What follows belongs to an exercise in optimizing a design on an open flow for small area, a short achievable clock period and few clock cycles; a production flow would make more cautious choices.
In this exercise RTL edits were held to simulation tests only and were not proved equivalent to the original.
Power figures rest on the tool's default switching activity, not on a simulated workload.

==> flow/design.v (excerpt) <==
module betterNeighborsInMyCluster(clock, nrst, start, address, wr_en, data_in, MY_CLUSTER_ID, mybest, besthop, bestvalue, bestneighborID, nextsinks, data_out, done);
Settings: LEC_CHECK=0, CAP_MARGIN=20, CORE_MARGIN=2, CORE_UTILIZATION=40, SETUP_SLACK_MARGIN=5, SLEW_MARGIN=20; clock period 11.0 ns.
run.sh (not shown) runs the stock make flow with config.mk's settings and CLKGATE_MAP_FILE= SYNTH_SCRIPT=/design/flow/synth_recipe.tcl, a recipe that flattens the netlist after the stock synthesis.
Testbench counts at the start, summed over its fixed seeds: cycles 50,154.
Rerun with:
==> flow/flow/run.sh (new file) <==
#!/bin/bash
set -o pipefail
bash standard.sh SETUP_SLACK_MARGIN=8 finish 2>&1 | tee flow_make.log
==> flow/standard.sh (new file) <==
#!/bin/bash
# synth_recipe.tcl (not shown) runs the flow's synth.tcl, then flattens the netlist and writes it again
# the make line also repeats each setting of config.mk as NAME=value (left out here)
make -C /OpenROAD-flow-scripts/flow DESIGN_CONFIG=/design/flow/config.mk WORK_HOME=/design/flow/orfs CLKGATE_MAP_FILE= SYNTH_SCRIPT=/design/flow/synth_recipe.tcl "${@:-finish}"
--- a/flow/config.mk
+++ b/flow/config.mk
@@ -9,4 +9,3 @@
 export CORE_MARGIN = 2
 export CORE_UTILIZATION = 40
-export SETUP_SLACK_MARGIN = 5
 export SLEW_MARGIN = 20
removed: flow/run.sh
After rerunning: The new run ran to the end with no violations; synthesized cell count stays the same; flip-flop and latch count does not change; wire length went up by 12%; hold slack degrades by 0.0082 ns; via count went up by 7.6%; clock skew barely changes; utilization went up by 8.4 points; non-clock buffer count went up by 172.
Rerun with:
==> flow/flow/run.sh (replaced) <==
#!/bin/bash
set -o pipefail
bash standard.sh SETUP_SLACK_MARGIN=7 finish 2>&1 | tee flow_make.log
=> Combinational power shrinks by 18%; synthesized cell count does not change; total power shrinks by 12%; sequential power barely changes; final area shrinks by 7.1%; die area is unchanged.

---

== run 1 ==
Another version of the RTL of betterNeighborsInMyCluster (not shown whole).
Size in the first run: roughly 1700 cells after synthesis, roughly 14000 sq um of cells after synthesis.
## betterNeighborsInMyCluster
module betterNeighborsInMyCluster(clock, nrst, start, address, wr_en, data_in, MY_CLUSTER_ID, mybest, besthop, bestvalue, bestneighborID, nextsinks, data_out, done);
	input clock, nrst, start;
	input [15:0] data_in, MY_CLUSTER_ID;
	input [15:0] mybest;
	output done, wr_en;
	output [15:0] address, data_out;
	output [15:0] besthop, bestneighborID, nextsinks;
	output [15:0] bestvalue;
	localparam HB = 5;            
	localparam NB = 1 << HB;
	localparam [10:0] A_NID = 11'h024, A_KSC = 11'h344, A_NC = 11'h345, A_CNT = 11'h346;
	localparam [6:0] P0 = 7'h24;  
	localparam [5:0] J0 = 6'h04;  
	localparam [6:0] C0 = 7'h34;  
	localparam [1:0] T_NID = 2'd0, T_CID = 2'd1, T_BAT = 2'd2, T_QV = 2'd3;
	localparam IDLE = 0, NC = 1, SNK = 2, CID = 3, QV = 4, BAT = 5, WR = 6, HCM = 7,
	           RNID = 8, RCID = 9, VS = 10, CNT = 11, BW = 12, BN = 13, DONE = 14, NS = 15;
	reg [NS-1:0] st;
	reg [10:0] waddr;
	reg wr_en_r, done_r;
	reg [5:0] jlast;              
	reg [6:0] plast;              
	reg [6:0] p;                  
	reg [5:0] jp;                 
	reg [6:0] cp;                 
	reg [NB-1:0] bitmap;
	reg [15:0] qreg;
	reg [6:0] hop, sinks;
	reg [15:0] bval;
	reg [15:0] acc, accc, sr, hm;
	reg mci;
	reg [2:0] mph;                
	reg [6:0] mh;                 
	function lt16;
		input [15:0] a, b;
		reg [15:0] g, e;
		reg [7:0] g1, e1;
		reg [3:0] g2, e2;
		reg [1:0] g3, e3;
		integer i;
		begin
			g = ~a & b;
			e = ~(a ^ b);
			for (i = 0; i < 8; i = i + 1) begin
				g1[i] = g[2*i+1] | (e[2*i+1] & g[2*i]);
				e1[i] = e[2*i+1] & e[2*i];
			end
			for (i = 0; i < 4; i = i + 1) begin
				g2[i] = g1[2*i+1] | (e1[2*i+1] & g1[2*i]);
				e2[i] = e1[2*i+1] & e1[2*i];
			end
			for (i = 0; i < 2; i = i + 1) begin
				g3[i] = g2[2*i+1] | (e2[2*i+1] & g2[2*i]);
				e3[i] = e2[2*i+1] & e2[2*i];
			end
			lt16 = g3[1] | (e3[1] & g3[0]);
		end
	endfunction
	function [15:0] add16;
		input [15:0] a, b;
		input ci;
		reg [15:0] p, g, G, P, G2, P2;
		integer i, l, q;
		begin
			p = a ^ b;
			g = a & b;
			g[0] = g[0] | (p[0] & ci);
			G = g; P = p;
			for (l = 0; l < 4; l = l + 1) begin
				G2 = G; P2 = P;
  ...
Settings: LEC_CHECK=0, CAP_MARGIN=20, CORE_MARGIN=2, CORE_UTILIZATION=40, SLEW_MARGIN=20; clock period 11.0 ns.
standard.sh (not shown) runs the stock make flow with config.mk's settings and CLKGATE_MAP_FILE= SYNTH_SCRIPT=/design/flow/synth_recipe.tcl, a recipe that flattens the netlist after the stock synthesis.
==> flow/flow/run.sh <==
#!/bin/bash
# The standard layout; timing repair aims at a tighter setup margin and the port buffers
# are plain buffers. The make output goes to flow_make.log, each ORFS step to its own log under orfs/logs.
set -o pipefail
bash standard.sh SETUP_SLACK_MARGIN=7.5 "BUFFER_PORTS_ARGS=-buffer_cell sky130_fd_sc_hd__buf_2" "CTS_BUF_LIST=sky130_fd_sc_hd__clkbuf_4 sky130_fd_sc_hd__clkbuf_8" ABC_AREA=1 finish 2>&1 | tee flow_make.log
Testbench counts of run 1, summed over its fixed seeds: cycles 49,321.
diff inputs: run 1 => run 2
==> flow/flow/run.sh <==
#!/bin/bash
# The standard layout; timing repair aims at a tighter setup margin and the port buffers
# are plain buffers. The make output goes to flow_make.log, each ORFS step to its own log under orfs/logs.
set -o pipefail
bash standard.sh SETUP_SLACK_MARGIN=7.5 "BUFFER_PORTS_ARGS=-buffer_cell sky130_fd_sc_hd__buf_4" finish 2>&1 | tee flow_make.log
Notes after the runs:
Having completed the whole flow, run 2 delivered a layout that passed the timing, DRC and antenna checks.
Met2 usage in global routing: run 1 vs run 2 — no meaningful difference
Summary of run 2 over run 1: leakage power total now smaller; net count of the finished layout went down; design area moved down; portion of total power attributed to combinational logic fell by 4.5 points; period utilization has increased.
Run 1 → run 2: total power decreased by about 6.5% relative to the old numbers; global-route wire length before repair decreased by about 7% relative to the old numbers; max-slew headroom at the worst pin decreased by 13 points relative to the old numbers; die span in x decreased by about 1.7% relative to the old numbers.
Summary — post-layout minimum cycle time, run 2 relative to run 1: higher, by 0.17 ns.
For run 3, these inputs were changed with respect to run 2:
==> flow/flow/run.sh <==
#!/bin/bash
# The standard layout; timing repair aims at a tighter setup margin and the port buffers
# are plain buffers. The make output goes to flow_make.log, each ORFS step to its own log under orfs/logs.
set -o pipefail
bash standard.sh SETUP_SLACK_MARGIN=7.5 "BUFFER_PORTS_ARGS=-buffer_cell sky130_fd_sc_hd__buf_2" "CTS_BUF_LIST=sky130_fd_sc_hd__clkbuf_4 sky130_fd_sc_hd__clkbuf_8" CTS_CLUSTER_SIZE=16 CTS_CLUSTER_DIAMETER=60 CORE_UTILIZATION=60 PLACE_DENSITY=0.75 finish 2>&1 | tee flow_make.log
## What came out
When run 3 is measured against run 2, its design area turns out about 6% lower. Delta (run 3 minus run 2): worst setup slack after layout now sits higher; total length of routed wires now sits lower; first-pass GRT wire length now sits lower; shortest period the worst path allows now sits lower. Summary: with run 2 as the reference, worst IR drop on VDD in run 3 moved down by more than 10%.
The inputs of run 4 differ from those of run 3 as listed below.
==> flow/flow/run.sh <==
#!/bin/bash
# The standard layout; timing repair aims at a tighter setup margin and the port buffers
# are plain buffers. The make output goes to flow_make.log, each ORFS step to its own log under orfs/logs.
set -o pipefail
bash standard.sh SETUP_SLACK_MARGIN=7.0 "BUFFER_PORTS_ARGS=-buffer_cell sky130_fd_sc_hd__buf_2" "CTS_BUF_LIST=sky130_fd_sc_hd__clkbuf_4 sky130_fd_sc_hd__clkbuf_8" finish 2>&1 | tee flow_make.log
Notes after the runs:
- Global-route met2 utilization in run 4 vs run 3: down 14 points
- Comparing run 3 and run 4, worst slew margin relative to its limit is higher on run 4.
- For the synthesis-to-finish area growth, run 4 came in 1.1 points higher than run 3 did.

---

## try-garnet
The RTL this note starts from:
==> flow/design.v <==
`timescale 1ns/1ps
module betterNeighborsInMyCluster(clock, nrst, start, address, wr_en, data_in, MY_CLUSTER_ID, mybest, besthop, bestvalue, bestneighborID, nextsinks, data_out, done);
	input clock, nrst, start;
	input [15:0] data_in, MY_CLUSTER_ID;
	input [15:0] mybest;
	output done, wr_en;
	output [15:0] address, data_out;
	output [15:0] besthop, bestneighborID, nextsinks;
	output [15:0] bestvalue;
	localparam HB = 5;            
	localparam NB = 1 << HB;
	localparam [10:0] A_NID = 11'h024, A_KSC = 11'h344, A_NC = 11'h345, A_CNT = 11'h346;
	localparam [6:0] P0 = 7'h24;  
	localparam [5:0] J0 = 6'h04;  
	localparam [6:0] C0 = 7'h34;  
	localparam [1:0] T_NID = 2'd0, T_CID = 2'd1, T_BAT = 2'd2, T_QV = 2'd3;
	localparam IDLE = 0, NC = 1, SNK = 2, CID = 3, QV = 4, BAT = 5, WR = 6, HCM = 7,
	           RNID = 8, RCID = 9, VS = 10, CNT = 11, BW = 12, BN = 13, DONE = 14, NS = 15;
	reg [NS-1:0] st;
	reg [10:0] waddr;
	reg wr_en_r, done_r;
	reg [5:0] jlast;              
	reg [6:0] plast;              
	reg [6:0] p;                  
	reg [5:0] jp;                 
	reg [6:0] cp;                 
	reg [NB-1:0] bitmap;
	reg [15:0] qreg;
	reg [6:0] hop, sinks;
	reg [15:0] bval;
	reg [15:0] acc, accc, sr, hm;
	reg mci;
	reg [2:0] mph;                
	reg [6:0] mh;                 
	function lt16;
		input [15:0] a, b;
		reg [15:0] g, e;
		reg [7:0] g1, e1;
		reg [3:0] g2, e2;
		reg [1:0] g3, e3;
		integer i;
		begin
			g = ~a & b;
			e = ~(a ^ b);
			for (i = 0; i < 8; i = i + 1) begin
				g1[i] = g[2*i+1] | (e[2*i+1] & g[2*i]);
				e1[i] = e[2*i+1] & e[2*i];
			end
			for (i = 0; i < 4; i = i + 1) begin
				g2[i] = g1[2*i+1] | (e1[2*i+1] & g1[2*i]);
				e2[i] = e1[2*i+1] & e1[2*i];
			end
			for (i = 0; i < 2; i = i + 1) begin
				g3[i] = g2[2*i+1] | (e2[2*i+1] & g2[2*i]);
				e3[i] = e2[2*i+1] & e2[2*i];
			end
			lt16 = g3[1] | (e3[1] & g3[0]);
		end
	endfunction
	function [15:0] add16;
		input [15:0] a, b;
		input ci;
		reg [15:0] p, g, G, P, G2, P2;
		integer i, l, q;
		begin
			p = a ^ b;
			g = a & b;
			g[0] = g[0] | (p[0] & ci);
			G = g; P = p;
			for (l = 0; l < 4; l = l + 1) begin
				G2 = G; P2 = P;
				for (i = 0; i < 16; i = i + 1)
					if ((i >> l) & 1) begin
						q = ((i >> l) << l) - 1;
						G2[i] = G[i] | (P[i] & G[q]);
						P2[i] = P[i] & P[q];
					end
				G = G2; P = P2;
			end
			add16 = p ^ {G[14:0], ci};
		end
	endfunction
	function [10:0] tab;
		input [1:0] t;
		input [6:0] q;
		tab = {2'b00, {2'b00, q[6]} + {1'b0, t}, q[5:0]};
	endfunction
	wire eq = (data_in == MY_CLUSTER_ID);
	wire better = ~lt16(mybest, data_in);
	wire match = (data_in == qreg);
	reg bhit;
	integer bi;
	always @* begin
		bhit = 1'b0;
		for (bi = 0; bi < NB; bi = bi + 1)
			bhit = bhit | (bitmap[bi] & (data_in[HB-1:0] == bi));
	end
	wire [9:0] th;
	assign th[0] = data_in >= 16'd1;
	assign th[1] = data_in >= 16'd3277;
	assign th[2] = data_in >= 16'd6554;
	assign th[3] = data_in >= 16'd9831;
	assign th[4] = data_in >= 16'd13108;
	assign th[5] = data_in >= 16'd16385;
	assign th[6] = data_in >= 16'd19661;
	assign th[7] = data_in >= 16'd22938;
	assign th[8] = data_in >= 16'd26215;
	assign th[9] = data_in >= 16'd29492;
	wire [3:0] k4;
	assign k4[3] = th[3];
	assign k4[2] = ~th[3] | th[7];
	assign k4[1] = (th[1] & ~th[3]) | (th[5] & ~th[7]) | th[9];
	assign k4[0] = (th[0] & ~th[1]) | (th[2] & ~th[3]) | (th[4] & ~th[5]) | (th[6] & ~th[7]) | (th[8] & ~th[9]);
	wire [19:0] r0 = sr[0] ? {4'd0, hm} : 20'd0;
	wire [19:0] r1 = sr[1] ? {3'd0, hm, 1'd0} : 20'd0;
	wire [19:0] r2 = sr[2] ? {2'd0, hm, 2'd0} : 20'd0;
	wire [19:0] r3 = sr[3] ? {1'd0, hm, 3'd0} : 20'd0;
	wire [19:0] oa = {4'd0, acc}, oc = {4'd0, accc};
	wire [19:0] s1 = oa ^ oc ^ r0;
	wire [19:0] c1 = {((oa & oc) | (oa & r0) | (oc & r0)), mci};
	wire [19:0] t1 = r1 ^ r2 ^ r3;
	wire [19:0] d1 = {((r1 & r2) | (r1 & r3) | (r2 & r3)), 1'b0};
	wire [19:0] s2 = s1 ^ c1 ^ t1;
	wire [19:0] c2 = {((s1 & c1) | (s1 & t1) | (c1 & t1)), 1'b0};
	wire [19:0] s3 = s2 ^ c2 ^ d1;
	wire [19:0] c3 = {((s2 & c2) | (s2 & d1) | (c2 & d1)), 1'b0};
	wire [4:0] mlow = {1'b0, s3[3:0]} + {1'b0, c3[3:0]};
	wire [15:0] afin = add16(acc, accc, mci);
	wire [15:0] mval = {afin[12:0], sr[15:13]};
	wire mfree = (mph == 3'd0);
	wire plastf = (p == plast);
	wire first = (p == P0);
	wire jend = (jp == jlast);
	wire [6:0] pinc = p + 7'd1;
	wire [6:0] pdec = p - 7'd1;
	wire [6:0] mcur = p - P0;
	reg [NS-1:0] tn, fn;
	reg [10:0] ta, fa;
	reg [6:0] tp, fp;
	always @* begin
		tn = {NS{1'b0}}; fn = {NS{1'b0}};
		ta = waddr; fa = waddr; tp = p; fp = p;
		if (st[CID] | st[QV] | st[WR]) begin
			if (plastf) begin
				fn[RNID] = 1'b1; fa = tab(T_NID, p);
			end else begin
				fn[CID] = 1'b1; fa = tab(T_CID, pinc); fp = pinc;
			end
		end
		if (st[RNID] | st[RCID] | (st[VS] & jend)) begin
			if (first) begin
				fn[BW] = 1'b1; fa = A_CNT;
			end else begin
				fn[RNID] = 1'b1; fa = tab(T_NID, pdec); fp = pdec;
			end
		end
		if (st[IDLE]) begin
			tn[NC] = 1'b1; ta = A_NC;
			fn[IDLE] = 1'b1; fa = A_KSC;
		end
		if (st[NC]) begin
			fn[SNK] = 1'b1; fa = {5'd0, J0};
		end
		if (st[SNK]) begin
			if (jend) begin
				fn[CID] = 1'b1; fa = tab(T_CID, P0); fp = P0;
			end else begin
				fn[SNK] = 1'b1; fa = {5'd0, jp + 6'd1};
			end
		end
		if (st[CID]) begin
			tn[QV] = 1'b1; ta = tab(T_QV, p);
		end
		if (st[QV]) begin
			tn[BAT] = 1'b1; ta = tab(T_BAT, p);
		end
		if (st[BAT]) begin
			fn[HCM] = 1'b1; fa = {7'h32, k4};
		end
		if (st[HCM]) begin
			fn = {NS{1'b0}};
			fn[WR] = 1'b1; fa = {4'h6, cp}; fp = p;
		end
		if (st[RNID]) begin
			tn[RCID] = 1'b1; ta = tab(T_CID, p);
		end
		if (st[RCID]) begin
			tn[VS] = 1'b1; ta = {5'd0, J0};
		end
		if (st[VS]) begin
			tn[BW] = 1'b1; ta = A_CNT;
			if (!jend) begin
				fn[VS] = 1'b1; fa = {5'd0, jp + 6'd1};
			end
		end
		if (st[BW]) begin
			fn[mfree ? CNT : BW] = 1'b1; fa = A_CNT;
		end
		if (st[CNT]) begin
			fn[BN] = 1'b1; fa = A_NID + {4'd0, hop};
		end
		if (st[BN] | st[DONE]) begin
			fn[DONE] = 1'b1;
		end
	end
	wire cond = (st[IDLE] & start) | ((st[CID] | st[RCID]) & eq) | (st[QV] & better) |
	            (st[RNID] & bhit) | (st[VS] & match);
	always @(posedge clock) begin
		if (!nrst) begin
			st <= {{(NS-1){1'b0}}, 1'b1};
			waddr <= A_KSC;
			wr_en_r <= 1'b0;
			done_r <= 1'b0;
			mph <= 3'd0;
		end else begin
			st <= cond ? tn : fn;
			waddr <= cond ? ta : fa;
			wr_en_r <= fn[WR] | fn[CNT];
			if (st[BN]) done_r <= 1'b1;
			if (st[HCM]) mph <= 3'd1;
			else if (mph == 3'd5) mph <= 3'd0;
			else if (mph != 3'd0) mph <= mph + 3'd1;
		end
		p <= cond ? tp : fp;
		if (st[IDLE]) begin
			bval <= 16'hFFFE; hop <= 7'd65; sinks <= 7'd65; cp <= C0;
			jlast <= data_in[5:0] + (J0 - 6'd1);
		end
		bitmap <= st[IDLE] ? {NB{1'b0}} : (bitmap | (st[SNK] ? ({{(NB-1){1'b0}}, 1'b1} << data_in[HB-1:0]) : {NB{1'b0}}));
		if (st[NC]) plast <= data_in[6:0] + (P0 - 7'd1);
		if (st[NC] | st[RCID]) jp <= J0;
		if (st[SNK] | st[VS]) jp <= jp + 6'd1;
		if (st[RNID] | st[BN]) qreg <= data_in;
		if (st[QV]) qreg <= data_in;
		if (st[WR]) cp <= cp + 7'd1;
		if (st[VS] & match) sinks <= mcur;
		if (st[HCM]) begin
			hm <= data_in;
			mh <= mcur;
			acc <= 16'd0;
			accc <= 16'd0;
			mci <= 1'b0;
			sr <= qreg;
		end else begin
			acc <= s3[19:4];
			accc <= c3[19:4];
			mci <= mlow[4];
			sr <= {mlow[3:0], sr[15:4]};
		end
		if (mph == 3'd5 && lt16(mval, bval)) begin
			bval <= mval;
			hop <= mh;
		end
		if (st[BW] & mfree) mh <= cp - C0;
	end
	assign address = {4'd0, waddr, 1'b0};
	assign wr_en = wr_en_r;
	assign data_out = {9'd0, mh};
	assign done = done_r;
	assign besthop = {9'd0, hop};
	assign nextsinks = {9'd0, sinks};
	assign bestvalue = bval;
	assign bestneighborID = qreg;
endmodule
==> flow/config.mk <==
export PLATFORM = sky130hd
export DESIGN_NAME = betterNeighborsInMyCluster
export DESIGN_NICKNAME = betterNeighborsInMyCluster
export VERILOG_FILES = /design/flow/design.v
export SDC_FILE = /design/flow/constraint.sdc
export NUM_CORES = 4
export LEC_CHECK = 0
export CAP_MARGIN = 20
export CORE_MARGIN = 2
export CORE_UTILIZATION = 40
export SLEW_MARGIN = 20
==> flow/constraint.sdc <==
create_clock -name core_clock -period 11.0 [get_ports {clock}]
set_input_delay 2.2000 -clock core_clock [delete_from_list [all_inputs] [get_ports {clock}]]
set_output_delay 2.2000 -clock core_clock [all_outputs]
set_load 0.01 [all_outputs]
==> flow/flow/run.sh <==
#!/bin/bash
# The standard layout; timing repair aims at a tighter setup margin and the port buffers
# are plain buffers. The make output goes to flow_make.log, each ORFS step to its own log under orfs/logs.
set -o pipefail
bash standard.sh SETUP_SLACK_MARGIN=7.5 "BUFFER_PORTS_ARGS=-buffer_cell sky130_fd_sc_hd__buf_2" "CTS_BUF_LIST=sky130_fd_sc_hd__clkbuf_4 sky130_fd_sc_hd__clkbuf_8" CTS_CLUSTER_SIZE=16 CTS_CLUSTER_DIAMETER=60 CORE_UTILIZATION=50 PLACE_DENSITY=0.70 finish 2>&1 | tee flow_make.log
Testbench counts of try-garnet, summed over its fixed seeds: cycles 49,321.
### try-garnet -> try-willow
==> flow/flow/run.sh <==
#!/bin/bash
# The standard layout; timing repair aims at a tighter setup margin and the port buffers
# are plain buffers. The make output goes to flow_make.log, each ORFS step to its own log under orfs/logs.
set -o pipefail
bash standard.sh SETUP_SLACK_MARGIN=7.5 "BUFFER_PORTS_ARGS=-buffer_cell sky130_fd_sc_hd__buf_2" "CTS_BUF_LIST=sky130_fd_sc_hd__clkbuf_4 sky130_fd_sc_hd__clkbuf_8" CTS_CLUSTER_SIZE=16 CTS_CLUSTER_DIAMETER=60 CORE_UTILIZATION=60 PLACE_DENSITY=0.75 ABC_AREA=1 finish 2>&1 | tee flow_make.log
### Flow results
Note that the met2 wire length recorded for try-garnet amounts to 0.947 times the value seen in try-willow.
Changes observed in try-willow relative to try-garnet: fraction of layout cells with a size suffix above 1 fell 1.6 points; global-route usage rose 6.0 points; first-pass GRT wire length rose 6.5%.
Density: try-willow denser than try-garnet
Net total in the final layout was lower in try-garnet than in try-willow.
Summary of try-willow over try-garnet: die area lower; area occupied by registers roughly the same.
#### Input delta (try-juniper over try-willow)
==> flow/flow/run.sh <==
#!/bin/bash
# The standard layout; timing repair aims at a tighter setup margin and the port buffers
# are plain buffers. The make output goes to flow_make.log, each ORFS step to its own log under orfs/logs.
set -o pipefail
bash standard.sh SETUP_SLACK_MARGIN=8.0 "BUFFER_PORTS_ARGS=-buffer_cell sky130_fd_sc_hd__buf_2" "CTS_BUF_LIST=sky130_fd_sc_hd__clkbuf_4 sky130_fd_sc_hd__clkbuf_8" CTS_CLUSTER_SIZE=16 CTS_CLUSTER_DIAMETER=60 finish 2>&1 | tee flow_make.log
[summary]
[compare] base=try-willow new=try-juniper: power density relative to cell area shows a reduction of 33 mW/mm2; number of vias after detailed routing shows a reduction of about 10%; worst path setup slack after routing shows a reduction of 0.25 ns.
Sort try-willow and try-juniper by post-layout minimum cycle time asc -> top: try-willow
Diff try-willow..try-juniper | sequential power | negligible
[inputs] try-violet vs try-juniper
==> flow/flow/run.sh <==
#!/bin/bash
# The standard layout; timing repair aims at a tighter setup margin and the port buffers
# are plain buffers. The make output goes to flow_make.log, each ORFS step to its own log under orfs/logs.
set -o pipefail
bash standard.sh SETUP_SLACK_MARGIN=7.5 "BUFFER_PORTS_ARGS=-buffer_cell sky130_fd_sc_hd__buf_2" "CTS_BUF_LIST=sky130_fd_sc_hd__clkbuf_4 sky130_fd_sc_hd__clkbuf_8" CTS_CLUSTER_SIZE=16 CTS_CLUSTER_DIAMETER=60 CORE_UTILIZATION=70 PLACE_DENSITY=0.85 finish 2>&1 | tee flow_make.log
### Flow results
Across try-juniper and try-violet, the outcome is the same: a clean finish for every run.
Worst hold slack was lower in the run labelled try-violet.
Measured against each other, try-juniper and try-violet differ in critical path arrival, the higher figure coming from try-violet.
Source of the critical timing path: acc[0]$_SDFF_PP0_ -> try-violet, data_in[1] -> try-juniper
Looking at cell with the largest stage delay on the worst path, the sky130_fd_sc_hd__fa_2 result is from try-violet; the sky130_fd_sc_hd__o41ai_4 one comes from try-juniper.
Changes observed in try-violet relative to try-juniper: effective utilization at floorplan rose 30 points, total negative slack about even, post-layout worst setup margin fell 0.42 ns, area added between synthesis and finish fell 11 points, count of fill cells added during filler insertion fell 63%.
STATUS switching power summed over all nets: try-violet loses against try-juniper
Internal power: higher on try-juniper
What try-raven does differently from try-violet at the input level:
==> flow/flow/run.sh <==
#!/bin/bash
# The standard layout; timing repair aims at a tighter setup margin and the port buffers
# are plain buffers. The make output goes to flow_make.log, each ORFS step to its own log under orfs/logs.
set -o pipefail
bash standard.sh SETUP_SLACK_MARGIN=7.5 "BUFFER_PORTS_ARGS=-buffer_cell sky130_fd_sc_hd__buf_2"  finish 2>&1 | tee flow_make.log
--- outcome ---
- Diff try-raven..try-violet | multi-input logic cell count | negligible
- [compare] base=try-violet new=try-raven: maximum frequency went up about 12%, multi-input gate share of total cell area has decreased.

-- port drivers added, routing unchanged --
No port has a modelled driver above. Below, the same layouts with a new extraction and two added sets of constraints.
Step 1 assumes that a clkbuf_16 drives the clock port and a buf_2 every other input.
Step 2 moves the port delays by t, midway between the first and last clock arrival at a register: inputs arrive t later, outputs are due t later. That takes back most of the time a late clock gives input paths.
a / b / c = ideal ports / drivers / drivers and shift; a / b = the first two.
| run | shift t [ns] | slack for setup (ns) | hold WS [ns] | worst setup path after step 2 | slew at the worst register clock pin (ns) |
|---|---|---|---|---|---|
| the first run of note 1 | 0.492 | 5.447 / 5.471 / 4.979 | 0.425 / 0.425 / 0.425 | input to register | 0.08 / 0.08 |
| the second run of note 1 | 0.504 | 6.779 / 6.775 / 6.271 | 0.417 / 0.417 / 0.417 | input to register | 0.08 / 0.08 |
| the third run of note 1 | 0.491 | 6.802 / 6.801 / 6.309 | 0.416 / 0.416 / 0.416 | input to register | 0.08 / 0.08 |
| run 1 | 0.597 | 7.216 / 7.201 / 6.604 | 0.410 / 0.410 / 0.410 | input to register | 0.06 / 0.06 |
| run 2 | 0.575 | 7.042 / 7.008 / 6.433 | 0.449 / 0.449 / 0.449 | input to register | 0.06 / 0.06 |
| run 3 | 0.577 | 7.075 / 7.054 / 6.477 | 0.464 / 0.464 / 0.464 | input to register | 0.11 / 0.11 |
| run 4 | 0.584 | 6.901 / 6.912 / 6.328 | 0.442 / 0.442 / 0.442 | input to register | 0.06 / 0.06 |
| try-garnet | 0.576 | 7.044 / 7.029 / 6.453 | 0.471 / 0.471 / 0.471 | input to register | 0.11 / 0.11 |
| try-willow | 0.577 | 7.192 / 7.172 / 6.595 | 0.432 / 0.432 / 0.432 | input to register | 0.11 / 0.11 |
| try-juniper | 0.590 | 6.945 / 6.929 / 6.339 | 0.469 / 0.469 / 0.469 | input to register | 0.11 / 0.11 |
| try-violet | 0.570 | 6.528 / 6.528 / 6.358 | 0.465 / 0.465 / 0.465 | input to register | 0.11 / 0.11 |
| try-raven | 0.575 | 7.009 / 7.002 / 6.427 | 0.450 / 0.450 / 0.450 | input to register | 0.06 / 0.06 |
After both steps every run listed still meets setup and hold. For run 1, which loses most, drivers alone change the setup slack by -0.015 ns; drivers and shift together by -0.612 ns.
